This is an optimization exercise on Yosys and OpenROAD, whose aim is small area, not a production implementation.
In this exercise RTL edits were held to simulation tests only and were not proved equivalent to the original.
Power figures rest on the tool's default switching activity, not on a simulated workload.

File: design/flow/run.sh
#!/bin/bash
# synth_recipe.tcl (not shown) runs the flow's synth.tcl, then flattens the netlist and writes it again
# the make line also repeats each setting of config.mk as NAME=value (left out here)
make -C /OpenROAD-flow-scripts/flow DESIGN_CONFIG=/design/flow/config.mk WORK_HOME=/design/flow/orfs CLKGATE_MAP_FILE= SYNTH_SCRIPT=/design/flow/synth_recipe.tcl finish
File: design/flow/config.mk
export PLATFORM = sky130hd
export DESIGN_NAME = ws_systolic_array
export DESIGN_NICKNAME = ws_systolic_array
export VERILOG_FILES = /design/flow/design.v
export SDC_FILE = /design/flow/constraint.sdc
export NUM_CORES = 4
export LEC_CHECK = 0
export CAP_MARGIN = 20
export CORE_MARGIN = 2
export CORE_UTILIZATION = 40
export GPL_TIMING_DRIVEN = 0
export SLEW_MARGIN = 20
export SYNTH_HIERARCHICAL = 1
export SYNTH_MINIMUM_KEEP_SIZE = 0
File: design/flow/constraint.sdc
create_clock -name core_clock -period 7.5 [get_ports {clk}]
set_input_delay 1.5000 -clock core_clock [delete_from_list [all_inputs] [get_ports {clk}]]
set_output_delay 1.5000 -clock core_clock [all_outputs]
set_load 0.01 [all_outputs]
File: design/flow/design.v
module fa_cell (
    input   a,
    input   b,
    input   c,
    output  s,
    output  co
);
    assign s  = a ^ b ^ c;
    assign co = (a & b) | (a & c) | (b & c);
endmodule
module processing_element # (
    parameter DATA_WIDTH = 8
)
(
    input       [4*DATA_WIDTH-1 : 0]    i_fmap  ,    
    input       [4*DATA_WIDTH-1 : 0]    i_weight,    
    input                   [3 : 0]     i_en    ,    
    input                               i_clr   ,    
    output      [2*DATA_WIDTH-1 : 0]    o_sum
);
    wire [255:0] pp;
    wire [31:0]  fg = i_fmap & {{8{i_en[3]}}, {8{i_en[2]}}, {8{i_en[1]}}, {8{i_en[0]}}};
    genvar gr, gi, gj;
    generate for (gr = 0; gr < 4; gr = gr + 1) begin : g_r
        for (gi = 0; gi < 8; gi = gi + 1) begin : g_i
            for (gj = 0; gj < 8; gj = gj + 1) begin : g_j
                assign pp[gr*64 + gi*8 + gj] = ~(fg[gr*8 + gi] & i_weight[gr*8 + gj]);
            end
        end
    end endgenerate
    wire t0;
    wire t1;
    fa_cell u2 (.a(pp[0]), .b(pp[64]), .c(pp[128]), .s(t0), .co(t1));
    wire t3;
    wire t4;
    fa_cell u5 (.a(pp[1]), .b(pp[8]), .c(pp[65]), .s(t3), .co(t4));
    wire t6;
    wire t7;
    fa_cell u8 (.a(pp[72]), .b(pp[129]), .c(pp[136]), .s(t6), .co(t7));
    wire t9;
    wire t10;
    fa_cell u11 (.a(t1), .b(t3), .c(t6), .s(t9), .co(t10));
    wire t12;
    wire t13;
    fa_cell u14 (.a(pp[193]), .b(pp[200]), .c(t9), .s(t12), .co(t13));
    wire t15;
    wire t16;
    fa_cell u17 (.a(pp[2]), .b(pp[9]), .c(pp[16]), .s(t15), .co(t16));
    wire t18;
    wire t19;
    fa_cell u20 (.a(pp[66]), .b(pp[73]), .c(pp[80]), .s(t18), .co(t19));
    wire t21;
    wire t22;
    fa_cell u23 (.a(pp[130]), .b(pp[137]), .c(pp[144]), .s(t21), .co(t22));
    wire t24;
    wire t25;
    fa_cell u26 (.a(t4), .b(t7), .c(t15), .s(t24), .co(t25));
    wire t27;
    wire t28;
    fa_cell u29 (.a(t18), .b(t21), .c(pp[194]), .s(t27), .co(t28));
    wire t30;
    wire t31;
    fa_cell u32 (.a(pp[201]), .b(pp[208]), .c(t10), .s(t30), .co(t31));
    wire t33;
    wire t34;
    fa_cell u35 (.a(t24), .b(t27), .c(t30), .s(t33), .co(t34));
    wire t36;
    wire t37;
    fa_cell u38 (.a(pp[3]), .b(pp[10]), .c(pp[17]), .s(t36), .co(t37));
    wire t39;
    wire t40;
    fa_cell u41 (.a(pp[24]), .b(pp[67]), .c(pp[74]), .s(t39), .co(t40));
    wire t42;
    wire t43;
    fa_cell u44 (.a(pp[81]), .b(pp[88]), .c(pp[131]), .s(t42), .co(t43));
    wire t45;
    wire t46;
    fa_cell u47 (.a(pp[138]), .b(pp[145]), .c(pp[152]), .s(t45), .co(t46));
    wire t48;
    wire t49;
    fa_cell u50 (.a(t16), .b(t19), .c(t22), .s(t48), .co(t49));
    wire t51;
    wire t52;
    fa_cell u53 (.a(t36), .b(t39), .c(t42), .s(t51), .co(t52));
    wire t54;
    wire t55;
    fa_cell u56 (.a(t45), .b(pp[195]), .c(pp[202]), .s(t54), .co(t55));
    wire t57;
    wire t58;
    fa_cell u59 (.a(pp[209]), .b(pp[216]), .c(t25), .s(t57), .co(t58));
    wire t60;
    wire t61;
    fa_cell u62 (.a(t48), .b(t28), .c(t51), .s(t60), .co(t61));
    wire t63;
    wire t64;
    fa_cell u65 (.a(t54), .b(t31), .c(t57), .s(t63), .co(t64));
    wire t66;
    wire t67;
    fa_cell u68 (.a(t60), .b(t34), .c(t63), .s(t66), .co(t67));
    wire t69;
    wire t70;
    fa_cell u71 (.a(pp[4]), .b(pp[11]), .c(pp[18]), .s(t69), .co(t70));
    wire t72;
    wire t73;
    fa_cell u74 (.a(pp[25]), .b(pp[32]), .c(pp[68]), .s(t72), .co(t73));
    wire t75;
    wire t76;
    fa_cell u77 (.a(pp[75]), .b(pp[82]), .c(pp[89]), .s(t75), .co(t76));
    wire t78;
    wire t79;
    fa_cell u80 (.a(pp[96]), .b(pp[132]), .c(pp[139]), .s(t78), .co(t79));
    wire t81;
    wire t82;
    fa_cell u83 (.a(pp[146]), .b(pp[153]), .c(pp[160]), .s(t81), .co(t82));
    wire t84;
    wire t85;
    fa_cell u86 (.a(t37), .b(t40), .c(t43), .s(t84), .co(t85));
    wire t87;
    wire t88;
    fa_cell u89 (.a(t46), .b(t69), .c(t72), .s(t87), .co(t88));
    wire t90;
    wire t91;
    fa_cell u92 (.a(t75), .b(t78), .c(t81), .s(t90), .co(t91));
    wire t93;
    wire t94;
    fa_cell u95 (.a(pp[196]), .b(pp[203]), .c(pp[210]), .s(t93), .co(t94));
    wire t96;
    wire t97;
    fa_cell u98 (.a(pp[217]), .b(pp[224]), .c(t49), .s(t96), .co(t97));
    wire t99;
    wire t100;
    fa_cell u101 (.a(t52), .b(t84), .c(t55), .s(t99), .co(t100));
    wire t102;
    wire t103;
    fa_cell u104 (.a(t87), .b(t90), .c(t93), .s(t102), .co(t103));
    wire t105;
    wire t106;
    fa_cell u107 (.a(t58), .b(t96), .c(t61), .s(t105), .co(t106));
    wire t108;
    wire t109;
    fa_cell u110 (.a(t99), .b(t102), .c(t64), .s(t108), .co(t109));
    wire t111;
    wire t112;
    fa_cell u113 (.a(t105), .b(t67), .c(t108), .s(t111), .co(t112));
    wire t114;
    wire t115;
    fa_cell u116 (.a(pp[5]), .b(pp[12]), .c(pp[19]), .s(t114), .co(t115));
    wire t117;
    wire t118;
    fa_cell u119 (.a(pp[26]), .b(pp[33]), .c(pp[40]), .s(t117), .co(t118));
    wire t120;
    wire t121;
    fa_cell u122 (.a(pp[69]), .b(pp[76]), .c(pp[83]), .s(t120), .co(t121));
    wire t123;
    wire t124;
    fa_cell u125 (.a(pp[90]), .b(pp[97]), .c(pp[104]), .s(t123), .co(t124));
    wire t126;
    wire t127;
    fa_cell u128 (.a(pp[133]), .b(pp[140]), .c(pp[147]), .s(t126), .co(t127));
    wire t129;
    wire t130;
    fa_cell u131 (.a(pp[154]), .b(pp[161]), .c(pp[168]), .s(t129), .co(t130));
    wire t132;
    wire t133;
    fa_cell u134 (.a(t70), .b(t73), .c(t76), .s(t132), .co(t133));
    wire t135;
    wire t136;
    fa_cell u137 (.a(t79), .b(t82), .c(t114), .s(t135), .co(t136));
    wire t138;
    wire t139;
    fa_cell u140 (.a(t117), .b(t120), .c(t123), .s(t138), .co(t139));
    wire t141;
    wire t142;
    fa_cell u143 (.a(t126), .b(t129), .c(pp[197]), .s(t141), .co(t142));
    wire t144;
    wire t145;
    fa_cell u146 (.a(pp[204]), .b(pp[211]), .c(pp[218]), .s(t144), .co(t145));
    wire t147;
    wire t148;
    fa_cell u149 (.a(pp[225]), .b(pp[232]), .c(t85), .s(t147), .co(t148));
    wire t150;
    wire t151;
    fa_cell u152 (.a(t88), .b(t91), .c(t132), .s(t150), .co(t151));
    wire t153;
    wire t154;
    fa_cell u155 (.a(t135), .b(t94), .c(t138), .s(t153), .co(t154));
    wire t156;
    wire t157;
    fa_cell u158 (.a(t141), .b(t97), .c(t144), .s(t156), .co(t157));
    wire t159;
    wire t160;
    fa_cell u161 (.a(t147), .b(t100), .c(t150), .s(t159), .co(t160));
    wire t162;
    wire t163;
    fa_cell u164 (.a(t103), .b(t153), .c(t156), .s(t162), .co(t163));
    wire t165;
    wire t166;
    fa_cell u167 (.a(t106), .b(t159), .c(t109), .s(t165), .co(t166));
    wire t168;
    wire t169;
    fa_cell u170 (.a(t162), .b(t165), .c(t112), .s(t168), .co(t169));
    wire t171;
    wire t172;
    fa_cell u173 (.a(pp[6]), .b(pp[13]), .c(pp[20]), .s(t171), .co(t172));
    wire t174;
    wire t175;
    fa_cell u176 (.a(pp[27]), .b(pp[34]), .c(pp[41]), .s(t174), .co(t175));
    wire t177;
    wire t178;
    fa_cell u179 (.a(pp[48]), .b(pp[70]), .c(pp[77]), .s(t177), .co(t178));
    wire t180;
    wire t181;
    fa_cell u182 (.a(pp[84]), .b(pp[91]), .c(pp[98]), .s(t180), .co(t181));
    wire t183;
    wire t184;
    fa_cell u185 (.a(pp[105]), .b(pp[112]), .c(pp[134]), .s(t183), .co(t184));
    wire t186;
    wire t187;
    fa_cell u188 (.a(pp[141]), .b(pp[148]), .c(pp[155]), .s(t186), .co(t187));
    wire t189;
    wire t190;
    fa_cell u191 (.a(pp[162]), .b(pp[169]), .c(pp[176]), .s(t189), .co(t190));
    wire t192;
    wire t193;
    fa_cell u194 (.a(t115), .b(t118), .c(t121), .s(t192), .co(t193));
    wire t195;
    wire t196;
    fa_cell u197 (.a(t124), .b(t127), .c(t130), .s(t195), .co(t196));
    wire t198;
    wire t199;
    fa_cell u200 (.a(t171), .b(t174), .c(t177), .s(t198), .co(t199));
    wire t201;
    wire t202;
    fa_cell u203 (.a(t180), .b(t183), .c(t186), .s(t201), .co(t202));
    wire t204;
    wire t205;
    fa_cell u206 (.a(t189), .b(pp[198]), .c(pp[205]), .s(t204), .co(t205));
    wire t207;
    wire t208;
    fa_cell u209 (.a(pp[212]), .b(pp[219]), .c(pp[226]), .s(t207), .co(t208));
    wire t210;
    wire t211;
    fa_cell u212 (.a(pp[233]), .b(pp[240]), .c(t133), .s(t210), .co(t211));
    wire t213;
    wire t214;
    fa_cell u215 (.a(t136), .b(t139), .c(t192), .s(t213), .co(t214));
    wire t216;
    wire t217;
    fa_cell u218 (.a(t195), .b(t142), .c(t145), .s(t216), .co(t217));
    wire t219;
    wire t220;
    fa_cell u221 (.a(t198), .b(t201), .c(t148), .s(t219), .co(t220));
    wire t222;
    wire t223;
    fa_cell u224 (.a(t204), .b(t207), .c(t210), .s(t222), .co(t223));
    wire t225;
    wire t226;
    fa_cell u227 (.a(t151), .b(t154), .c(t213), .s(t225), .co(t226));
    wire t228;
    wire t229;
    fa_cell u230 (.a(t216), .b(t157), .c(t219), .s(t228), .co(t229));
    wire t231;
    wire t232;
    fa_cell u233 (.a(t222), .b(t160), .c(t225), .s(t231), .co(t232));
    wire t234;
    wire t235;
    fa_cell u236 (.a(t163), .b(t228), .c(t166), .s(t234), .co(t235));
    wire t237;
    wire t238;
    fa_cell u239 (.a(t231), .b(t234), .c(t169), .s(t237), .co(t238));
    wire t240;
    wire t241;
    fa_cell u242 (.a(pp[7]), .b(pp[14]), .c(pp[21]), .s(t240), .co(t241));
    wire t243;
    wire t244;
    fa_cell u245 (.a(pp[28]), .b(pp[35]), .c(pp[42]), .s(t243), .co(t244));
    wire t246;
    wire t247;
    fa_cell u248 (.a(pp[49]), .b(pp[56]), .c(pp[71]), .s(t246), .co(t247));
    wire t249;
    wire t250;
    fa_cell u251 (.a(pp[78]), .b(pp[85]), .c(pp[92]), .s(t249), .co(t250));
    wire t252;
    wire t253;
    fa_cell u254 (.a(pp[99]), .b(pp[106]), .c(pp[113]), .s(t252), .co(t253));
    wire t255;
    wire t256;
    fa_cell u257 (.a(pp[120]), .b(pp[135]), .c(pp[142]), .s(t255), .co(t256));
    wire t258;
    wire t259;
    fa_cell u260 (.a(pp[149]), .b(pp[156]), .c(pp[163]), .s(t258), .co(t259));
    wire t261;
    wire t262;
    fa_cell u263 (.a(pp[170]), .b(pp[177]), .c(pp[184]), .s(t261), .co(t262));
    wire t264;
    wire t265;
    fa_cell u266 (.a(t172), .b(t175), .c(t178), .s(t264), .co(t265));
    wire t267;
    wire t268;
    fa_cell u269 (.a(t181), .b(t184), .c(t187), .s(t267), .co(t268));
    wire t270;
    wire t271;
    fa_cell u272 (.a(t190), .b(t240), .c(t243), .s(t270), .co(t271));
    wire t273;
    wire t274;
    fa_cell u275 (.a(t246), .b(t249), .c(t252), .s(t273), .co(t274));
    wire t276;
    wire t277;
    fa_cell u278 (.a(t255), .b(t258), .c(t261), .s(t276), .co(t277));
    wire t279;
    wire t280;
    fa_cell u281 (.a(pp[199]), .b(pp[206]), .c(pp[213]), .s(t279), .co(t280));
    wire t282;
    wire t283;
    fa_cell u284 (.a(pp[220]), .b(pp[227]), .c(pp[234]), .s(t282), .co(t283));
    wire t285;
    wire t286;
    fa_cell u287 (.a(pp[241]), .b(pp[248]), .c(t193), .s(t285), .co(t286));
    wire t288;
    wire t289;
    fa_cell u290 (.a(t196), .b(t199), .c(t202), .s(t288), .co(t289));
    wire t291;
    wire t292;
    fa_cell u293 (.a(t264), .b(t267), .c(t205), .s(t291), .co(t292));
    wire t294;
    wire t295;
    fa_cell u296 (.a(t208), .b(t270), .c(t273), .s(t294), .co(t295));
    wire t297;
    wire t298;
    fa_cell u299 (.a(t276), .b(t211), .c(t279), .s(t297), .co(t298));
    wire t300;
    wire t301;
    fa_cell u302 (.a(t282), .b(t285), .c(t214), .s(t300), .co(t301));
    wire t303;
    wire t304;
    fa_cell u305 (.a(t217), .b(t220), .c(t288), .s(t303), .co(t304));
    wire t306;
    wire t307;
    fa_cell u308 (.a(t291), .b(t223), .c(t294), .s(t306), .co(t307));
    wire t309;
    wire t310;
    fa_cell u311 (.a(t297), .b(t300), .c(t226), .s(t309), .co(t310));
    wire t312;
    wire t313;
    fa_cell u314 (.a(t229), .b(t303), .c(t306), .s(t312), .co(t313));
    wire t315;
    wire t316;
    fa_cell u317 (.a(t232), .b(t309), .c(t312), .s(t315), .co(t316));
    wire t318;
    wire t319;
    fa_cell u320 (.a(t235), .b(t315), .c(t238), .s(t318), .co(t319));
    wire t321;
    wire t322;
    fa_cell u323 (.a(pp[15]), .b(pp[22]), .c(pp[29]), .s(t321), .co(t322));
    wire t324;
    wire t325;
    fa_cell u326 (.a(pp[36]), .b(pp[43]), .c(pp[50]), .s(t324), .co(t325));
    wire t327;
    wire t328;
    fa_cell u329 (.a(pp[57]), .b(pp[79]), .c(pp[86]), .s(t327), .co(t328));
    wire t330;
    wire t331;
    fa_cell u332 (.a(pp[93]), .b(pp[100]), .c(pp[107]), .s(t330), .co(t331));
    wire t333;
    wire t334;
    fa_cell u335 (.a(pp[114]), .b(pp[121]), .c(pp[143]), .s(t333), .co(t334));
    wire t336;
    wire t337;
    fa_cell u338 (.a(pp[150]), .b(pp[157]), .c(pp[164]), .s(t336), .co(t337));
    wire t339;
    wire t340;
    fa_cell u341 (.a(pp[171]), .b(pp[178]), .c(pp[185]), .s(t339), .co(t340));
    wire t342;
    wire t343;
    fa_cell u344 (.a(t241), .b(t244), .c(t247), .s(t342), .co(t343));
    wire t345;
    wire t346;
    fa_cell u347 (.a(t250), .b(t253), .c(t256), .s(t345), .co(t346));
    wire t348;
    wire t349;
    fa_cell u350 (.a(t259), .b(t262), .c(t321), .s(t348), .co(t349));
    wire t351;
    wire t352;
    fa_cell u353 (.a(t324), .b(t327), .c(t330), .s(t351), .co(t352));
    wire t354;
    wire t355;
    fa_cell u356 (.a(t333), .b(t336), .c(t339), .s(t354), .co(t355));
    wire t357;
    wire t358;
    fa_cell u359 (.a(pp[207]), .b(pp[214]), .c(pp[221]), .s(t357), .co(t358));
    wire t360;
    wire t361;
    fa_cell u362 (.a(pp[228]), .b(pp[235]), .c(pp[242]), .s(t360), .co(t361));
    wire t363;
    wire t364;
    fa_cell u365 (.a(pp[249]), .b(t265), .c(t268), .s(t363), .co(t364));
    wire t366;
    wire t367;
    fa_cell u368 (.a(t271), .b(t274), .c(t277), .s(t366), .co(t367));
    wire t369;
    wire t370;
    fa_cell u371 (.a(t342), .b(t345), .c(t348), .s(t369), .co(t370));
    wire t372;
    wire t373;
    fa_cell u374 (.a(t280), .b(t283), .c(t351), .s(t372), .co(t373));
    wire t375;
    wire t376;
    fa_cell u377 (.a(t354), .b(t286), .c(t357), .s(t375), .co(t376));
    wire t378;
    wire t379;
    fa_cell u380 (.a(t360), .b(t289), .c(t363), .s(t378), .co(t379));
    wire t381;
    wire t382;
    fa_cell u383 (.a(t292), .b(t295), .c(t366), .s(t381), .co(t382));
    wire t384;
    wire t385;
    fa_cell u386 (.a(t369), .b(t298), .c(t372), .s(t384), .co(t385));
    wire t387;
    wire t388;
    fa_cell u389 (.a(t301), .b(t375), .c(t304), .s(t387), .co(t388));
    wire t390;
    wire t391;
    fa_cell u392 (.a(t378), .b(t307), .c(t381), .s(t390), .co(t391));
    wire t393;
    wire t394;
    fa_cell u395 (.a(t384), .b(t310), .c(t387), .s(t393), .co(t394));
    wire t396;
    wire t397;
    fa_cell u398 (.a(t313), .b(t390), .c(t393), .s(t396), .co(t397));
    wire t399;
    wire t400;
    fa_cell u401 (.a(t316), .b(t396), .c(t319), .s(t399), .co(t400));
    wire t402;
    wire t403;
    fa_cell u404 (.a(pp[23]), .b(pp[30]), .c(pp[37]), .s(t402), .co(t403));
    wire t405;
    wire t406;
    fa_cell u407 (.a(pp[44]), .b(pp[51]), .c(pp[58]), .s(t405), .co(t406));
    wire t408;
    wire t409;
    fa_cell u410 (.a(pp[87]), .b(pp[94]), .c(pp[101]), .s(t408), .co(t409));
    wire t411;
    wire t412;
    fa_cell u413 (.a(pp[108]), .b(pp[115]), .c(pp[122]), .s(t411), .co(t412));
    wire t414;
    wire t415;
    fa_cell u416 (.a(pp[151]), .b(pp[158]), .c(pp[165]), .s(t414), .co(t415));
    wire t417;
    wire t418;
    fa_cell u419 (.a(pp[172]), .b(pp[179]), .c(pp[186]), .s(t417), .co(t418));
    wire t420;
    wire t421;
    fa_cell u422 (.a(t322), .b(t325), .c(t328), .s(t420), .co(t421));
    wire t423;
    wire t424;
    fa_cell u425 (.a(t331), .b(t334), .c(t337), .s(t423), .co(t424));
    wire t426;
    wire t427;
    fa_cell u428 (.a(t340), .b(t402), .c(t405), .s(t426), .co(t427));
    wire t429;
    wire t430;
    fa_cell u431 (.a(t408), .b(t411), .c(t414), .s(t429), .co(t430));
    wire t432;
    wire t433;
    fa_cell u434 (.a(t417), .b(pp[215]), .c(pp[222]), .s(t432), .co(t433));
    wire t435;
    wire t436;
    fa_cell u437 (.a(pp[229]), .b(pp[236]), .c(pp[243]), .s(t435), .co(t436));
    wire t438;
    wire t439;
    fa_cell u440 (.a(pp[250]), .b(t343), .c(t346), .s(t438), .co(t439));
    wire t441;
    wire t442;
    fa_cell u443 (.a(t349), .b(t352), .c(t355), .s(t441), .co(t442));
    wire t444;
    wire t445;
    fa_cell u446 (.a(t420), .b(t423), .c(t358), .s(t444), .co(t445));
    wire t447;
    wire t448;
    fa_cell u449 (.a(t361), .b(t426), .c(t429), .s(t447), .co(t448));
    wire t450;
    wire t451;
    fa_cell u452 (.a(t364), .b(t432), .c(t435), .s(t450), .co(t451));
    wire t453;
    wire t454;
    fa_cell u455 (.a(t367), .b(t438), .c(t370), .s(t453), .co(t454));
    wire t456;
    wire t457;
    fa_cell u458 (.a(t373), .b(t441), .c(t444), .s(t456), .co(t457));
    wire t459;
    wire t460;
    fa_cell u461 (.a(t376), .b(t447), .c(t379), .s(t459), .co(t460));
    wire t462;
    wire t463;
    fa_cell u464 (.a(t450), .b(t382), .c(t453), .s(t462), .co(t463));
    wire t465;
    wire t466;
    fa_cell u467 (.a(t385), .b(t456), .c(t459), .s(t465), .co(t466));
    wire t468;
    wire t469;
    fa_cell u470 (.a(t388), .b(t391), .c(t462), .s(t468), .co(t469));
    wire t471;
    wire t472;
    fa_cell u473 (.a(t465), .b(t394), .c(t468), .s(t471), .co(t472));
    wire t474;
    wire t475;
    fa_cell u476 (.a(t397), .b(t471), .c(t400), .s(t474), .co(t475));
    wire t477;
    wire t478;
    fa_cell u479 (.a(pp[31]), .b(pp[38]), .c(pp[45]), .s(t477), .co(t478));
    wire t480;
    wire t481;
    fa_cell u482 (.a(pp[52]), .b(pp[59]), .c(pp[95]), .s(t480), .co(t481));
    wire t483;
    wire t484;
    fa_cell u485 (.a(pp[102]), .b(pp[109]), .c(pp[116]), .s(t483), .co(t484));
    wire t486;
    wire t487;
    fa_cell u488 (.a(pp[123]), .b(pp[159]), .c(pp[166]), .s(t486), .co(t487));
    wire t489;
    wire t490;
    fa_cell u491 (.a(pp[173]), .b(pp[180]), .c(pp[187]), .s(t489), .co(t490));
    wire t492;
    wire t493;
    fa_cell u494 (.a(t403), .b(t406), .c(t409), .s(t492), .co(t493));
    wire t495;
    wire t496;
    fa_cell u497 (.a(t412), .b(t415), .c(t418), .s(t495), .co(t496));
    wire t498;
    wire t499;
    fa_cell u500 (.a(t477), .b(t480), .c(t483), .s(t498), .co(t499));
    wire t501;
    wire t502;
    fa_cell u503 (.a(t486), .b(t489), .c(pp[223]), .s(t501), .co(t502));
    wire t504;
    wire t505;
    fa_cell u506 (.a(pp[230]), .b(pp[237]), .c(pp[244]), .s(t504), .co(t505));
    wire t507;
    wire t508;
    fa_cell u509 (.a(pp[251]), .b(t421), .c(t424), .s(t507), .co(t508));
    wire t510;
    wire t511;
    fa_cell u512 (.a(t427), .b(t430), .c(t492), .s(t510), .co(t511));
    wire t513;
    wire t514;
    fa_cell u515 (.a(t495), .b(t433), .c(t436), .s(t513), .co(t514));
    wire t516;
    wire t517;
    fa_cell u518 (.a(t498), .b(t501), .c(t439), .s(t516), .co(t517));
    wire t519;
    wire t520;
    fa_cell u521 (.a(t504), .b(t442), .c(t507), .s(t519), .co(t520));
    wire t522;
    wire t523;
    fa_cell u524 (.a(t445), .b(t448), .c(t510), .s(t522), .co(t523));
    wire t525;
    wire t526;
    fa_cell u527 (.a(t451), .b(t513), .c(t516), .s(t525), .co(t526));
    wire t528;
    wire t529;
    fa_cell u530 (.a(t454), .b(t457), .c(t519), .s(t528), .co(t529));
    wire t531;
    wire t532;
    fa_cell u533 (.a(t522), .b(t460), .c(t525), .s(t531), .co(t532));
    wire t534;
    wire t535;
    fa_cell u536 (.a(t463), .b(t528), .c(t466), .s(t534), .co(t535));
    wire t537;
    wire t538;
    fa_cell u539 (.a(t531), .b(t469), .c(t534), .s(t537), .co(t538));
    wire t540;
    wire t541;
    fa_cell u542 (.a(t472), .b(t537), .c(t475), .s(t540), .co(t541));
    wire t543;
    wire t544;
    fa_cell u545 (.a(pp[39]), .b(pp[46]), .c(pp[53]), .s(t543), .co(t544));
    wire t546;
    wire t547;
    fa_cell u548 (.a(pp[60]), .b(pp[103]), .c(pp[110]), .s(t546), .co(t547));
    wire t549;
    wire t550;
    fa_cell u551 (.a(pp[117]), .b(pp[124]), .c(pp[167]), .s(t549), .co(t550));
    wire t552;
    wire t553;
    fa_cell u554 (.a(pp[174]), .b(pp[181]), .c(pp[188]), .s(t552), .co(t553));
    wire t555;
    wire t556;
    fa_cell u557 (.a(t478), .b(t481), .c(t484), .s(t555), .co(t556));
    wire t558;
    wire t559;
    fa_cell u560 (.a(t487), .b(t490), .c(t543), .s(t558), .co(t559));
    wire t561;
    wire t562;
    fa_cell u563 (.a(t546), .b(t549), .c(t552), .s(t561), .co(t562));
    wire t564;
    wire t565;
    fa_cell u566 (.a(pp[231]), .b(pp[238]), .c(pp[245]), .s(t564), .co(t565));
    wire t567;
    wire t568;
    fa_cell u569 (.a(pp[252]), .b(t493), .c(t496), .s(t567), .co(t568));
    wire t570;
    wire t571;
    fa_cell u572 (.a(t499), .b(t555), .c(t502), .s(t570), .co(t571));
    wire t573;
    wire t574;
    fa_cell u575 (.a(t558), .b(t505), .c(t561), .s(t573), .co(t574));
    wire t576;
    wire t577;
    fa_cell u578 (.a(t508), .b(t564), .c(t511), .s(t576), .co(t577));
    wire t579;
    wire t580;
    fa_cell u581 (.a(t567), .b(t514), .c(t570), .s(t579), .co(t580));
    wire t582;
    wire t583;
    fa_cell u584 (.a(t517), .b(t573), .c(t520), .s(t582), .co(t583));
    wire t585;
    wire t586;
    fa_cell u587 (.a(t576), .b(t523), .c(t579), .s(t585), .co(t586));
    wire t588;
    wire t589;
    fa_cell u590 (.a(t526), .b(t582), .c(t529), .s(t588), .co(t589));
    wire t591;
    wire t592;
    fa_cell u593 (.a(t585), .b(t532), .c(t588), .s(t591), .co(t592));
    wire t594;
    wire t595;
    fa_cell u596 (.a(t535), .b(t591), .c(t538), .s(t594), .co(t595));
    wire t597;
    wire t598;
    fa_cell u599 (.a(pp[47]), .b(pp[54]), .c(pp[61]), .s(t597), .co(t598));
    wire t600;
    wire t601;
    fa_cell u602 (.a(pp[111]), .b(pp[118]), .c(pp[125]), .s(t600), .co(t601));
    wire t603;
    wire t604;
    fa_cell u605 (.a(pp[175]), .b(pp[182]), .c(pp[189]), .s(t603), .co(t604));
    wire t606;
    wire t607;
    fa_cell u608 (.a(t544), .b(t547), .c(t550), .s(t606), .co(t607));
    wire t609;
    wire t610;
    fa_cell u611 (.a(t553), .b(t597), .c(t600), .s(t609), .co(t610));
    wire t612;
    wire t613;
    fa_cell u614 (.a(t603), .b(pp[239]), .c(pp[246]), .s(t612), .co(t613));
    wire t615;
    wire t616;
    fa_cell u617 (.a(pp[253]), .b(t556), .c(t559), .s(t615), .co(t616));
    wire t618;
    wire t619;
    fa_cell u620 (.a(t562), .b(t606), .c(t565), .s(t618), .co(t619));
    wire t621;
    wire t622;
    fa_cell u623 (.a(t609), .b(t568), .c(t612), .s(t621), .co(t622));
    wire t624;
    wire t625;
    fa_cell u626 (.a(t571), .b(t615), .c(t574), .s(t624), .co(t625));
    wire t627;
    wire t628;
    fa_cell u629 (.a(t618), .b(t577), .c(t621), .s(t627), .co(t628));
    wire t630;
    wire t631;
    fa_cell u632 (.a(t580), .b(t624), .c(t583), .s(t630), .co(t631));
    wire t633;
    wire t634;
    fa_cell u635 (.a(t627), .b(t586), .c(t630), .s(t633), .co(t634));
    wire t636;
    wire t637;
    fa_cell u638 (.a(t589), .b(t633), .c(t592), .s(t636), .co(t637));
    wire t639;
    wire t640;
    fa_cell u641 (.a(pp[55]), .b(pp[62]), .c(pp[119]), .s(t639), .co(t640));
    wire t642;
    wire t643;
    fa_cell u644 (.a(pp[126]), .b(pp[183]), .c(pp[190]), .s(t642), .co(t643));
    wire t645;
    wire t646;
    fa_cell u647 (.a(t598), .b(t601), .c(t604), .s(t645), .co(t646));
    wire t648;
    wire t649;
    fa_cell u650 (.a(t639), .b(t642), .c(pp[247]), .s(t648), .co(t649));
    wire t651;
    wire t652;
    fa_cell u653 (.a(pp[254]), .b(t607), .c(t610), .s(t651), .co(t652));
    wire t654;
    wire t655;
    fa_cell u656 (.a(t645), .b(t613), .c(t648), .s(t654), .co(t655));
    wire t657;
    wire t658;
    fa_cell u659 (.a(t616), .b(t651), .c(t619), .s(t657), .co(t658));
    wire t660;
    wire t661;
    fa_cell u662 (.a(t622), .b(t654), .c(t625), .s(t660), .co(t661));
    wire t663;
    wire t664;
    fa_cell u665 (.a(t657), .b(t628), .c(t660), .s(t663), .co(t664));
    wire t666;
    wire t667;
    fa_cell u668 (.a(t631), .b(t663), .c(t634), .s(t666), .co(t667));
    wire t669;
    wire t670;
    fa_cell u671 (.a(pp[63]), .b(pp[127]), .c(pp[191]), .s(t669), .co(t670));
    wire t672;
    wire t673;
    fa_cell u674 (.a(t640), .b(t643), .c(t669), .s(t672), .co(t673));
    wire t675;
    wire t676;
    fa_cell u677 (.a(pp[255]), .b(t646), .c(t649), .s(t675), .co(t676));
    wire t678;
    wire t679;
    fa_cell u680 (.a(t672), .b(t652), .c(t655), .s(t678), .co(t679));
    wire t681;
    wire t682;
    fa_cell u683 (.a(t675), .b(t658), .c(t678), .s(t681), .co(t682));
    wire t684;
    wire t685;
    fa_cell u686 (.a(t661), .b(t681), .c(t664), .s(t684), .co(t685));
    wire t687;
    assign t687 = ~t0 ^ ~pp[192];
    wire t688;
    assign t688 = t0 | pp[192];
    wire t689;
    assign t689 = ~t12 ^ ~t688;
    wire t690;
    assign t690 = t12 | t688;
    wire t691;
    wire t692;
    fa_cell u693 (.a(t13), .b(t33), .c(t690), .s(t691), .co(t692));
    wire t694;
    assign t694 = ~t66 ^ ~t692;
    wire t695;
    assign t695 = t66 | t692;
    wire t696;
    assign t696 = ~t111 ^ ~t695;
    wire t697;
    assign t697 = t111 | t695;
    wire t698;
    assign t698 = ~t168 ^ ~t697;
    wire t699;
    assign t699 = t168 | t697;
    wire t700;
    assign t700 = ~t237 ^ ~t699;
    wire t701;
    assign t701 = t237 | t699;
    wire t702;
    assign t702 = ~t318 ^ ~t701;
    wire t703;
    assign t703 = t318 | t701;
    wire t704;
    assign t704 = ~t399 ^ ~t703;
    wire t705;
    assign t705 = t399 | t703;
    wire t706;
    assign t706 = ~t474 ^ ~t705;
    wire t707;
    assign t707 = t474 | t705;
    wire t708;
    assign t708 = ~t540 ^ ~t707;
    wire t709;
    assign t709 = t540 | t707;
    wire t710;
    wire t711;
    fa_cell u712 (.a(t594), .b(t541), .c(t709), .s(t710), .co(t711));
    wire t713;
    assign t713 = ~t636 ^ ~t595;
    wire t714;
    assign t714 = t636 | t595;
    wire t715;
    wire t716;
    fa_cell u717 (.a(t666), .b(t637), .c(t714), .s(t715), .co(t716));
    wire t718;
    wire t719;
    fa_cell u720 (.a(t684), .b(t667), .c(t716), .s(t718), .co(t719));
    wire t721;
    assign t721 = t670 ^ t673;
    wire t722;
    assign t722 = t721 ^ t676;
    wire t723;
    assign t723 = t722 ^ t679;
    wire t724;
    assign t724 = t723 ^ t682;
    wire t725;
    assign t725 = t724 ^ t685;
    wire t726;
    assign t726 = t725 ^ t719;
    wire t727;
    assign t727 = ~t636 ^ ~t595;
    wire t728;
    assign t728 = t636 & t595;
    wire t729;
    wire t730;
    fa_cell u731 (.a(t666), .b(t637), .c(t728), .s(t729), .co(t730));
    wire t732;
    wire t733;
    fa_cell u734 (.a(t684), .b(t667), .c(t730), .s(t732), .co(t733));
    wire t735;
    assign t735 = t670 ^ t673;
    wire t736;
    assign t736 = t735 ^ t676;
    wire t737;
    assign t737 = t736 ^ t679;
    wire t738;
    assign t738 = t737 ^ t682;
    wire t739;
    assign t739 = t738 ^ t685;
    wire t740;
    assign t740 = t739 ^ t733;
    wire t741;
    assign t741 = ~t711 ? ~t727 : t713;
    wire t742;
    assign t742 = ~t711 ? ~t729 : ~t715;
    wire t743;
    assign t743 = ~t711 ? ~t732 : ~t718;
    wire t744;
    assign t744 = ~t711 ? ~t740 : ~t726;
    assign o_sum[0] = ~i_clr & t687;
    assign o_sum[1] = ~i_clr & t689;
    assign o_sum[2] = ~i_clr & ~t691;
    assign o_sum[3] = ~i_clr & t694;
    assign o_sum[4] = ~i_clr & t696;
    assign o_sum[5] = ~i_clr & t698;
    assign o_sum[6] = ~i_clr & t700;
    assign o_sum[7] = ~i_clr & t702;
    assign o_sum[8] = ~i_clr & t704;
    assign o_sum[9] = ~i_clr & t706;
    assign o_sum[10] = ~i_clr & t708;
    assign o_sum[11] = ~i_clr & ~t710;
    assign o_sum[12] = ~i_clr & t741;
    assign o_sum[13] = ~i_clr & t742;
    assign o_sum[14] = ~i_clr & t743;
    assign o_sum[15] = ~i_clr & t744;
endmodule
module ws_systolic_array # (
    parameter DATA_WIDTH = 8
)
(
    input                           clk         ,
    input                           rstn        ,
    input                           i_start     ,
    input       [DATA_WIDTH-1 : 0]  i_w_col_1   ,    
    input       [DATA_WIDTH-1 : 0]  i_w_col_2   ,    
    input       [DATA_WIDTH-1 : 0]  i_w_col_3   ,    
    input       [DATA_WIDTH-1 : 0]  i_w_col_4   ,    
    input       [DATA_WIDTH-1 : 0]  i_f_row_1   ,    
    input       [DATA_WIDTH-1 : 0]  i_f_row_2   ,    
    input       [DATA_WIDTH-1 : 0]  i_f_row_3   ,    
    input       [DATA_WIDTH-1 : 0]  i_f_row_4   ,    
    output    [2*DATA_WIDTH-1 : 0]  o_p_col_1   ,    
    output    [2*DATA_WIDTH-1 : 0]  o_p_col_2   ,    
    output    [2*DATA_WIDTH-1 : 0]  o_p_col_3   ,    
    output    [2*DATA_WIDTH-1 : 0]  o_p_col_4        
);
    localparam DW = DATA_WIDTH;
    reg                 r_load;
    reg     [1 : 0]     r_cnt;
    always @ (posedge clk) begin
        if (!rstn) begin
            r_load <= 1'b0;
            r_cnt  <= 2'd0;
        end else if (r_load) begin
            r_cnt  <= r_cnt + 1'b1;
            if (r_cnt == 2'd3) r_load <= 1'b0;
        end else if (i_start) begin
            r_load <= 1'b1;
        end
    end
    wire z = r_load | ~rstn;     
    reg     [2 : 0]     r_clr;
    reg     [5 : 0]     r_shf;
    reg                 r_wok;
    wire    [2 : 0]     clr_nx = {r_clr[1:0], 1'b1} & {3{~z}};
    wire    [5 : 0]     shf_nx = !rstn ? 6'd0 : (r_load ? r_shf : {r_shf[4:0], 1'b1});
    wire                wok_nx = rstn & (r_wok | r_load);
    always @ (posedge clk) begin
        r_clr <= clr_nx;
        r_shf <= shf_nx;
        r_wok <= wok_nx;
    end
    reg     [DW-1 : 0]  r_w [1:4][1:4];      
    wire    [DW-1 : 0]  w_in [1:4];
    assign w_in[1] = i_w_col_1;
    assign w_in[2] = i_w_col_2;
    assign w_in[3] = i_w_col_3;
    assign w_in[4] = i_w_col_4;
    integer r, c;
    always @ (posedge clk) begin
        if (r_load) begin
            for (c = 1; c <= 4; c = c + 1) begin
                r_w[1][c] <= w_in[c];
                for (r = 2; r <= 4; r = r + 1)
                    r_w[r][c] <= r_w[r-1][c];
            end
        end
    end
    reg     [DW-1 : 0]  r_f1 [1:6];
    reg     [DW-1 : 0]  r_f2 [1:5];
    reg     [DW-1 : 0]  r_f3 [1:4];
    reg     [DW-1 : 0]  r_f4 [1:3];
    always @ (posedge clk) begin
        if (!r_load) begin
            r_f1[1] <= i_f_row_1;  r_f1[2] <= r_f1[1];  r_f1[3] <= r_f1[2];
            r_f2[1] <= i_f_row_2;  r_f2[2] <= r_f2[1];  r_f2[3] <= r_f2[2];
            r_f3[1] <= i_f_row_3;  r_f3[2] <= r_f3[1];  r_f3[3] <= r_f3[2];
            r_f4[1] <= i_f_row_4;  r_f4[2] <= r_f4[1];  r_f4[3] <= r_f4[2];
        end
        r_f1[4] <= r_f1[3];  r_f1[5] <= r_f1[4];  r_f1[6] <= r_f1[5];
        r_f2[4] <= r_f2[3];  r_f2[5] <= r_f2[4];
        r_f3[4] <= r_f3[3];
    end
    wire    [3 : 0]     live_nx;                 
    assign live_nx[3] = wok_nx;                  
    assign live_nx[2] = wok_nx & clr_nx[0];      
    assign live_nx[1] = wok_nx & clr_nx[1];      
    assign live_nx[0] = wok_nx & clr_nx[2];      
    wire    [DW-1 : 0]  tap [1:4][1:4];          
    wire  [2*DW-1 : 0]  sum [1:4];
    assign tap[4][1] = i_f_row_4;
    assign tap[4][2] = r_f4[1];
    assign tap[4][3] = r_f4[2];
    assign tap[4][4] = r_f4[3];
    assign tap[3][1] = r_f3[1];
    assign tap[3][2] = r_f3[2];
    assign tap[3][3] = r_f3[3];
    assign tap[3][4] = r_f3[4];
    assign tap[2][1] = r_f2[2];
    assign tap[2][2] = r_f2[3];
    assign tap[2][3] = r_f2[4];
    assign tap[2][4] = r_f2[5];
    assign tap[1][1] = r_f1[3];
    assign tap[1][2] = r_f1[4];
    assign tap[1][3] = r_f1[5];
    assign tap[1][4] = r_f1[6];
    reg     [3 : 0]     r_en [1:4];              
    always @ (posedge clk) begin
        r_en[1] <= live_nx;
        r_en[2] <= live_nx & {shf_nx[0], shf_nx[1], shf_nx[2], shf_nx[3]};
        r_en[3] <= live_nx & {shf_nx[1], shf_nx[2], shf_nx[3], shf_nx[4]};
        r_en[4] <= live_nx & {shf_nx[2], shf_nx[3], shf_nx[4], shf_nx[5]};
    end
    genvar gc;
    generate for (gc = 1; gc <= 4; gc = gc + 1) begin : g_col
        processing_element # (.DATA_WIDTH(DW)) u_mac (
            .i_fmap   ({tap[4][gc], tap[3][gc], tap[2][gc], tap[1][gc]}),
            .i_weight ({r_w[4][gc], r_w[3][gc], r_w[2][gc], r_w[1][gc]}),
            .i_en     (r_en[gc]),
            .i_clr    (z),
            .o_sum    (sum[gc])
        );
    end endgenerate
    reg   [2*DW-1 : 0]  r_p [1:4];
    always @ (posedge clk) begin
        for (c = 1; c <= 4; c = c + 1)
            r_p[c] <= sum[c];
    end
    assign o_p_col_1 = r_p[1];
    assign o_p_col_2 = r_p[2];
    assign o_p_col_3 = r_p[3];
    assign o_p_col_4 = r_p[4];
endmodule
==> results of run 1 <==
## metrics by stage
step                      power (uW)  worst slack (ps)
after floorplan                 2890              83.2
after global placement          3240             -1270
after detailed placement        3260             -1350
after CTS                       5500             -37.1
after global routing            5670              2.14
final                           5410               238
## Yosys stat by module (local to each module, per instance), a selection
module	cells inside	cell area, um2
fa_cell	1	20.0
ws_systolic_array	404	9800
## synthesized netlist by cell type (9+ instances only)
cell type	n
and2_1	135
and3_1	10
nor2_1	16
fa_1	940
edfxtp_1	224
ha_1	49
clkbuf_1	137
dfxtp_1	138
inv_1	66
buf_1	124
nor2b_1	47
xor2_1	9
xnor2_1	20
nand2_1	1020
mux2i_1	10
## sequential cells by signal, summed over array words and instances (netlist names)
| name | flops |
|---|---|
| r_clr | 2 |
| r_cnt | 2 |
| r_en | 16 |
| r_f1 | 48 |
| r_f2 | 40 |
| r_f3 | 32 |
| r_f4 | 24 |
| r_load | 1 |
| r_p | 64 |
| r_shf | 5 |
| r_w | 128 |
## report_power, final
group	leakage [uW]	total, uW	internal (uW)	switching [uW]
Clock	0.000715	2200	1290	905
Combinational	0.00486	792	329	463
Sequential	0.00332	2420	2300	115
Total	0.00890	5410	3920	1480
## routing by layer
metal | vias up | share of wire | GRT usage
met4 | 2 | 0.026 | 0.0575
li1 | 9194 | - | -
met3 | 158 | 0.067 | 0.0412
met2 | 723 | 0.49 | 0.366
met5 | - | 0.00012 | 0
met1 | 11500 | 0.41 | 0.290
## critical path, delay by kind of cell, from the launching register on
family                     cells  cell delay (ps)
and+or+nand+nor                3              350
xor gates and xnor gates       2              290
buffers and inverters          3              610
DFF                            1              380
adders and majority gates     12             5290
muxes                          1              210
## worst max path at each step
stage,slack [ps],cells past startpoint,end,start
floorplan,80,21,r_p[1][15],i_f_row_4[0]
global placement,-1270,22,r_p[1][15],i_f_row_4[1]
detailed placement,-1350,22,r_p[1][15],i_f_row_4[1]
CTS,-40,22,r_p[1][15],r_en[1][1]
global route,2,22,r_p[3][15],r_w[2][1]
finish,240,21,r_p[1][15],r_f1[3][5]
## cell families (layout without fill, tap and decap cells)
logic type | after synthesis | count (layout) | synth area share
adder cells (fa/ha/maj) | 989 | 989 | 0.543
other | 0 | 1 | 0
buffers and inverters | 330 | 475 | 0.0351
AND/OR/NAND/NOR | 1239 | 1239 | 0.145
XOR/XNOR | 29 | 29 | 0.00709
flip-flops | 362 | 362 | 0.265
multiplexers | 10 | 10 | 0.00279
AO/OA/AOI/OAI | 13 | 13 | 0.00286
## layout make-up
cell class,instances,area share
Timing Repair Buffer,153,0.0383
Sequential cell,362,0.236
Antenna cell,1,0.0000621
Clock inverter,23,0.00621
Multi-Input combinational cell,2280,0.627
Clock buffer,56,0.0303
Inverter,66,0.00628
Buffer,177,0.0187
Tap cell,1165,0.0362
## what timing repair did
action                                  4_1_cts  5_1_grt
pin swaps                                     0       18
gates resized for setup                      74      135
endpoints found under the setup margin       15       10
hold endpoints to repair                      0        0
cloned                                        0        0
buffers inserted                              0       18
## layout by cell type, fill, tap and decap left out, types with 4 or more instances in the layout
cell             netlist  final
a211oi_1               8      8
and2_1               135     74
and2_2                 0     23
and2_4                 0     38
and2b_2                8      8
and3_1                10     10
buf_1                124     71
buf_2                  0      5
buf_4                  1     20
buf_6                  2      4
bufinv_16              0      4
clkbuf_1             137     71
clkbuf_16              0     46
clkbuf_2               0     32
clkdlybuf4s50_1        0    124
clkinv_2               0      6
dfxtp_1              138    122
dfxtp_2                0     11
dfxtp_4                0      5
edfxtp_1             224    224
fa_1                 940    918
fa_2                   0     22
ha_1                  49     49
inv_1                 66     64
inv_6                  0      6
mux2i_1               10      8
nand2_1             1020   1020
nor2_1                16     16
nor2b_1               47     47
xnor2_1               20     20
xor2_1                 9      9
==> flow_summary_export.csv, run 1 <==
group,metric,value,unit
worst_setup_path,crit_chain,"and2_1 > clkbuf_1 > nand2_1 > fa_1 > fa_1 > fa_1 > fa_1 > fa_1 > fa_1 > fa_1 > fa_1 > fa_2 > fa_1 > inv_1 > ha_1 > inv_1 > fa_2 > mux2i_1 > xnor2_1 > xnor2_1 > nor2_1",
drt,wl_per_cell,22.0,um
global_route,grt_pass1_wl,149,mm
cts,clk_pin_slew,60,ps
cts,htreeDepth,2,
logic_synthesis,yosys_warnings,21,
floorplanning,die_w,303,um
pwr,vdd_drop_max,0.152,mV
worst_setup_path,critPathMaxFanout,8,
placed_design,dpl.hpwl,78.4,mm
logic_synthesis,synth_top_area_cell,"fa_1",
logic_synthesis,synth_top_area_share,0.525,
cts,cts_tree,"built",
worst_setup_path,slowest_stage,"fa_1",
floorplanning,initial_core_util,0.405,
finish,nNetsFinal,4139,
drt,dr_total_vias,21600,
finish,final_cells,4283,
timing,setup_viol_count_final,0,
worst_setup_path,worstPathArrival,7710,ps
logic_synthesis,synthFlopType,"edfxtp_1",
placed_design,placed_cell_area,0.0387,mm2
timing,max_freq,138,MHz
timing,fin_setup_tns,0,ps
logic_synthesis,ys_seq_area_frac,0.265,
global_route,overflow,0,
cts,clockBufferDepth,3,
logic_synthesis,synthArstFlopShare,0,
pwr,power.density,134,mW/mm2
worst_hold_path,hold_depth,0,
placed_design,gp_congestion,0.919,
cts,clock_latency,590,ps
timing,hold-worst-slack,348,ps
worst_setup_path,cpMostUsedCell,"fa_1",
worst_setup_path,reg2reg_slack,240,ps
global_route,grt_max_degree,84,
drt,drt_first_iter_violations,1460,
timing,finClkSkew,18.6,ps
timing,finalHoldViolCount,0,
finish,syn2layout_area_growth,12.4,%
worst_setup_path,worst-setup-path-type,"register to register",
finish,n_fill_cell,8161,
cts,clock-sinks,362,
logic_synthesis,syn_area,0.0358,mm2
finish,drive_gt1_frac,0.0802,
worst_hold_path,hold_start,"r_f1[4][0]",
floorplanning,core,0.0885,mm2
logic_synthesis,synth.area.top_cells,"fa_1 53%, edfxtp_1 19%, nand2_1 11%",
cts,root_buffer,"clkbuf_16",
floorplanning,fp-row-count,109,
logic_synthesis,synth_edf_count,224,
timing,period_needed,7260,ps
worst_setup_path,ff2ff_path_depth,21,
timing,period_share,0.968,
worst_hold_path,holdCritPathClass,"register to register",
timing,slew_violations,0,
global_route,grt.total_usage,0.217,
job,maxCapViolations,0,
finish,final_area,0.0403,mm2
global_route,grt_pass1_vias,24900,
worst_setup_path,critPathRequiredTime,7950,ps
run_status,status,"complete, no violations",
worst_setup_path,rr_startpoint,"r_f1[3][5]",
floorplanning,io_pins,131,
floorplanning,die_h,303,um
worst_hold_path,min_to,"r_f1[5][0]",
worst_setup_path,critPathMaxStageDelay,550,ps
cts,cts_buffers,43,
finish,regArea,0.00952,mm2
logic_synthesis,synth-seq-cells,362,
pwr,p_leak,0.00890,uW
worst_setup_path,start_kind,"register",
finish,multi_input_area,0.0253,mm2
logic_synthesis,synth_cell_types,24,
logic_synthesis,synth.avg_cell_area,12.1,um2
logic_synthesis,syn_nets,4028,
worst_setup_path,endpoint_kind,"register",
logic_synthesis,synthCells,2972,
drt,ant_nets,0,
timing,max_slew_margin,0.485,
global_route,antenna_found_initial,1,
drt,firstDrtPassIters,5,
floorplanning,fp.dieArea,0.0919,mm2
placed_design,port_buffers,130,
drt,viasPerCell,5.04,
finish,final_core_util,0.455,
worst_setup_path,timing.rr.end,"r_p[1][15]",
timing,rsz0062_at_grt,"false",
cts,hold_buffers,0,
drt,drt-total-wl,94.4,mm
timing,tightestPinTransition,773,ps
drt,drc_errors,0,
placed_design,dp.cells,4272,
==> run 2, diff against run 1 <==
--- a/design/flow/config.mk
+++ b/design/flow/config.mk
@@ -8,7 +8,6 @@
 export CAP_MARGIN = 20
 export CORE_MARGIN = 2
 export CORE_UTILIZATION = 40
-export GPL_TIMING_DRIVEN = 0
 export SLEW_MARGIN = 20
 export SYNTH_HIERARCHICAL = 1
 export SYNTH_MINIMUM_KEEP_SIZE = 0
==> flow_summary_export.csv, run 2 <==
group,metric,value,unit
timing,period_share,0.975,
drt,ant_nets,0,
logic_synthesis,syn_nets,4028,
placed_design,gp_congestion,0.923,
floorplanning,fp-row-count,109,
timing,fin_setup_tns,0,ps
cts,cts_tree,"built",
logic_synthesis,ys_seq_area_frac,0.265,
pwr,clkPwrFrac,0.409,
placed_design,dpl.hpwl,81.0,mm
worst_setup_path,reg2reg_slack,250,ps
pwr,power_frac_comb,0.133,
timing,slew_violations,0,
drt,dr_total_vias,21800,
worst_setup_path,worstPathArrival,7770,ps
timing,finClkSkew,29.2,ps
global_route,antenna_found_initial,1,
finish,drive_gt1_frac,0.0960,
logic_synthesis,synthCells,2972,
global_route,grt_max_degree,68,
logic_synthesis,yosys_warnings,21,
floorplanning,initial_core_util,0.405,
run_status,status,"complete, no violations",
logic_synthesis,synth_top_area_cell,"fa_1",
worst_setup_path,ff2ff_path_depth,22,
cts,root_buffer,"clkbuf_16",
cts,clockBufferDepth,3,
floorplanning,die_h,303,um
finish,syn2layout_area_growth,13.2,%
pwr,p_total,5460,uW
cts,clock_latency,620,ps
pwr,power.share.sequential,0.458,
finish,layout_commonest_cell,"nand2_1",
floorplanning,die_w,303,um
finish,largest_reg_flops,128,
pwr,p_leak,0.00928,uW
drt,drc_errors,0,
finish,nNetsFinal,4124,
worst_setup_path,timing.rr.end,"r_p[1][15]",
pwr,internal_power,3930,uW
timing,max_freq,137,MHz
job,maxCapViolations,0,
worst_hold_path,holdCritPathClass,"register to register",
global_route,grt.total_usage,0.217,
worst_hold_path,min_to,"r_f1[5][4]",
logic_synthesis,synth.avg_cell_area,12.1,um2
drt,drt-total-wl,94.5,mm
finish,regArea,0.00950,mm2
floorplanning,core,0.0885,mm2
timing,finalHoldViolCount,0,
logic_synthesis,synthFlopType,"edfxtp_1",
pwr,power.density,135,mW/mm2
worst_setup_path,critPathMaxFanout,4,
logic_synthesis,yosysMostFrequentCell,"nand2_1",
cts,clock-sinks,362,
drt,firstDrtPassIters,6,
floorplanning,io_pins,131,
cts,cts_setup_buffers,0,
logic_synthesis,synth-seq-cells,362,
finish,regMostFlops,"r_w",
worst_setup_path,rr_startpoint,"r_f3[1][0]",
global_route,overflow,0,
pwr,switchingPower,1530,uW
placed_design,place_ws,-774,ps
worst_setup_path,critPathRequiredTime,7950,ps
placed_design,placed_cell_area,0.0390,mm2
cts,hold_buffers,0,
drt,wl_per_cell,22.1,um
logic_synthesis,synth_top_area_share,0.525,
worst_hold_path,hold_depth,0,
timing,fin_ws,188,ps
finish,final_area,0.0405,mm2
worst_hold_path,hold_start,"r_f1[4][4]",
timing,setup_viol_count_final,0,
placed_design,port_buffers,130,
finish,n_fill_cell,7984,
pwr,vdd_drop_max,0.137,mV
logic_synthesis,synth_edf_count,224,
drt,drt_first_iter_violations,1744,
cts,cts_buffers,46,
logic_synthesis,synthArstFlopShare,0,
logic_synthesis,synth_top_cells_by_count,"1020 x nand2_1, 940 x fa_1, 224 x edfxtp_1, 138 x dfxtp_1, 137 x clkbuf_1",
logic_synthesis,synth_cell_types,24,
logic_synthesis,syn_area,0.0358,mm2
drt,viasPerCell,5.10,
pwr,switching_share,0.280,
cts,clk_pin_slew,60,ps
logic_synthesis,synth.area.top_cells,"fa_1 53%, edfxtp_1 19%, nand2_1 11%",
finish,multi_input_area,0.0251,mm2
worst_setup_path,endpoint_kind,"register",
timing,hold-worst-slack,345,ps
finish,largestRegisters,"r_w (128), r_p (64), r_f1 (48)",
worst_setup_path,worst-setup-path-type,"input pin to register",
finish,layout_common_cells,"1020 x nand2_1, 930 x fa_1, 224 x edfxtp_1",
timing,max_slew_margin,0.391,
floorplanning,fp.dieArea,0.0919,mm2
global_route,grt_pass1_wl,148,mm
timing,period_needed,7310,ps
worst_setup_path,start_kind,"input pin",
timing,tightestPinTransition,914,ps
finish,num_antenna_cells,0,
cts,htreeDepth,2,
global_route,grt_pass1_vias,24600,
==> run 2: critical path, cell delays in order <==
cell             delay (ps)
clkdlybuf4s50_1         620
and2_2                  300
nand2_1                 110
fa_1                    480
fa_1                    470
fa_1                    400
fa_1                    570
fa_1                    440
fa_1                    420
fa_1                    390
fa_1                    400
fa_1                    430
inv_1                    70
ha_1                    130
inv_1                    60
fa_2                    430
mux2i_1                 210
xnor2_1                 160
xnor2_1                 130
nor2_1                   50
==> run 2: layer usage <==
layer | vias up | wire length, um | part of all wire | GRT usage
li1 | 9171 | - | - | -
met1 | 11500 | 39100 | 0.41 | 0.301
met5 | - | 0 | 0 | 0
met3 | 177 | 6830 | 0.072 | 0.0331
met4 | 0 | 3240 | 0.034 | 0.0645
met2 | 906 | 45300 | 0.48 | 0.356
==> run 2: what timing repair did <==
item / in CTS / in global routing
setup endpoints to repair: 3 / 10
pin swaps: 0 / 3
gates cloned: 0 / 0
resized for setup: 7 / 28
==> run 2: worst max path at each step <==
stage,from,to,cells past startpoint
2_1_floorplan,i_f_row_4[0],r_p[1][15],21
3_3_place_gp,i_f_row_4[1],r_p[1][15],22
3_5_place_dp,i_f_row_4[2],r_p[1][15],21
4_1_cts,i_f_row_4[4],r_p[1][15],20
5_1_grt,r_en[3][2],r_p[3][15],22
6_report,i_f_row_4[4],r_p[1][15],20
==> run 2: per-module statistics from Yosys (local to each module, per instance), excerpt <==
module / copies in the design / cell area, um2 / flops+latches / cells
ws_systolic_array: 1 / 9800 / 362 / 404
fa_cell: 940 / 20.0 / 0 / 1
==> run 2: cells by family after synthesis <==
logic type,after synthesis,share of synthesized area
mux,10,0.00279
simple gates,1239,0.145
xor+xnor,29,0.00709
flops,362,0.265
compound gates,13,0.00286
fa+ha+maj,989,0.543
buf+inv,330,0.0351
==> run 2: metrics by stage <==
step,instances,util
2_1_floorplan,2972,-
3_3_place_gp,4185,0.440
3_5_place_dp,4185,0.440
4_1_cts,4270,0.457
5_1_grt,4270,0.458
6_report,4270,0.458
==> run 2: final cells by class <==
type | instances | area share
multi-input cells | 2280 | 0.620
clock inverters | 24 | 0.00556
clock buffers | 61 | 0.0318
inverters | 66 | 0.00617
well taps | 1165 | 0.0360
repair buffers | 312 | 0.0663
flip-flops and latches | 362 | 0.234
==> run 2: power groups by stage <==
stage               sequential, uW  combinational [uW]  clock, uW
floorplan                     2420                 473          0
global placement              2540                 737          0
detailed placement            2540                 743          0
CTS                           2500                 747       2300
global route                  2510                 825       2380
finish                        2500                 727       2230

-- what the ideal ports hide --
How much do the figures lean on ideal ports? The routed layouts below were timed once more, with nothing changed but the port constraints.
Step 1: set_driving_cell puts a clkbuf_16 on clk and a buf_2 on each other input, an assumption about the parent block.
Step 2 times the ports against the registers' clock, not the clock port: input delays grow and output delays shrink by t, the midpoint of the rising clock arrivals with the driver on.
Slacks: ideal / step 1 / step 2; pairs: ideal / step 1.
| run | shift t [ns] | slack for setup (ns) | worst setup path after step 2 | latest minus earliest clock arrival (ns) | slew at the worst register clock pin (ns) |
|---|---|---|---|---|---|
| run 1 | 0.643 | 0.238 / 0.238 / -0.359 | input to register | 0.023 / 0.023 | 0.07 / 0.07 |
| run 2 | 0.670 | 0.188 / 0.232 / -0.438 | input to register | 0.033 / 0.034 | 0.06 / 0.06 |
Met with ideal ports but missed after step 2: setup timing in run 1 and run 2. The setup slack of run 2, which loses most, moves by +0.044 ns with the drivers and by -0.626 ns with both steps.
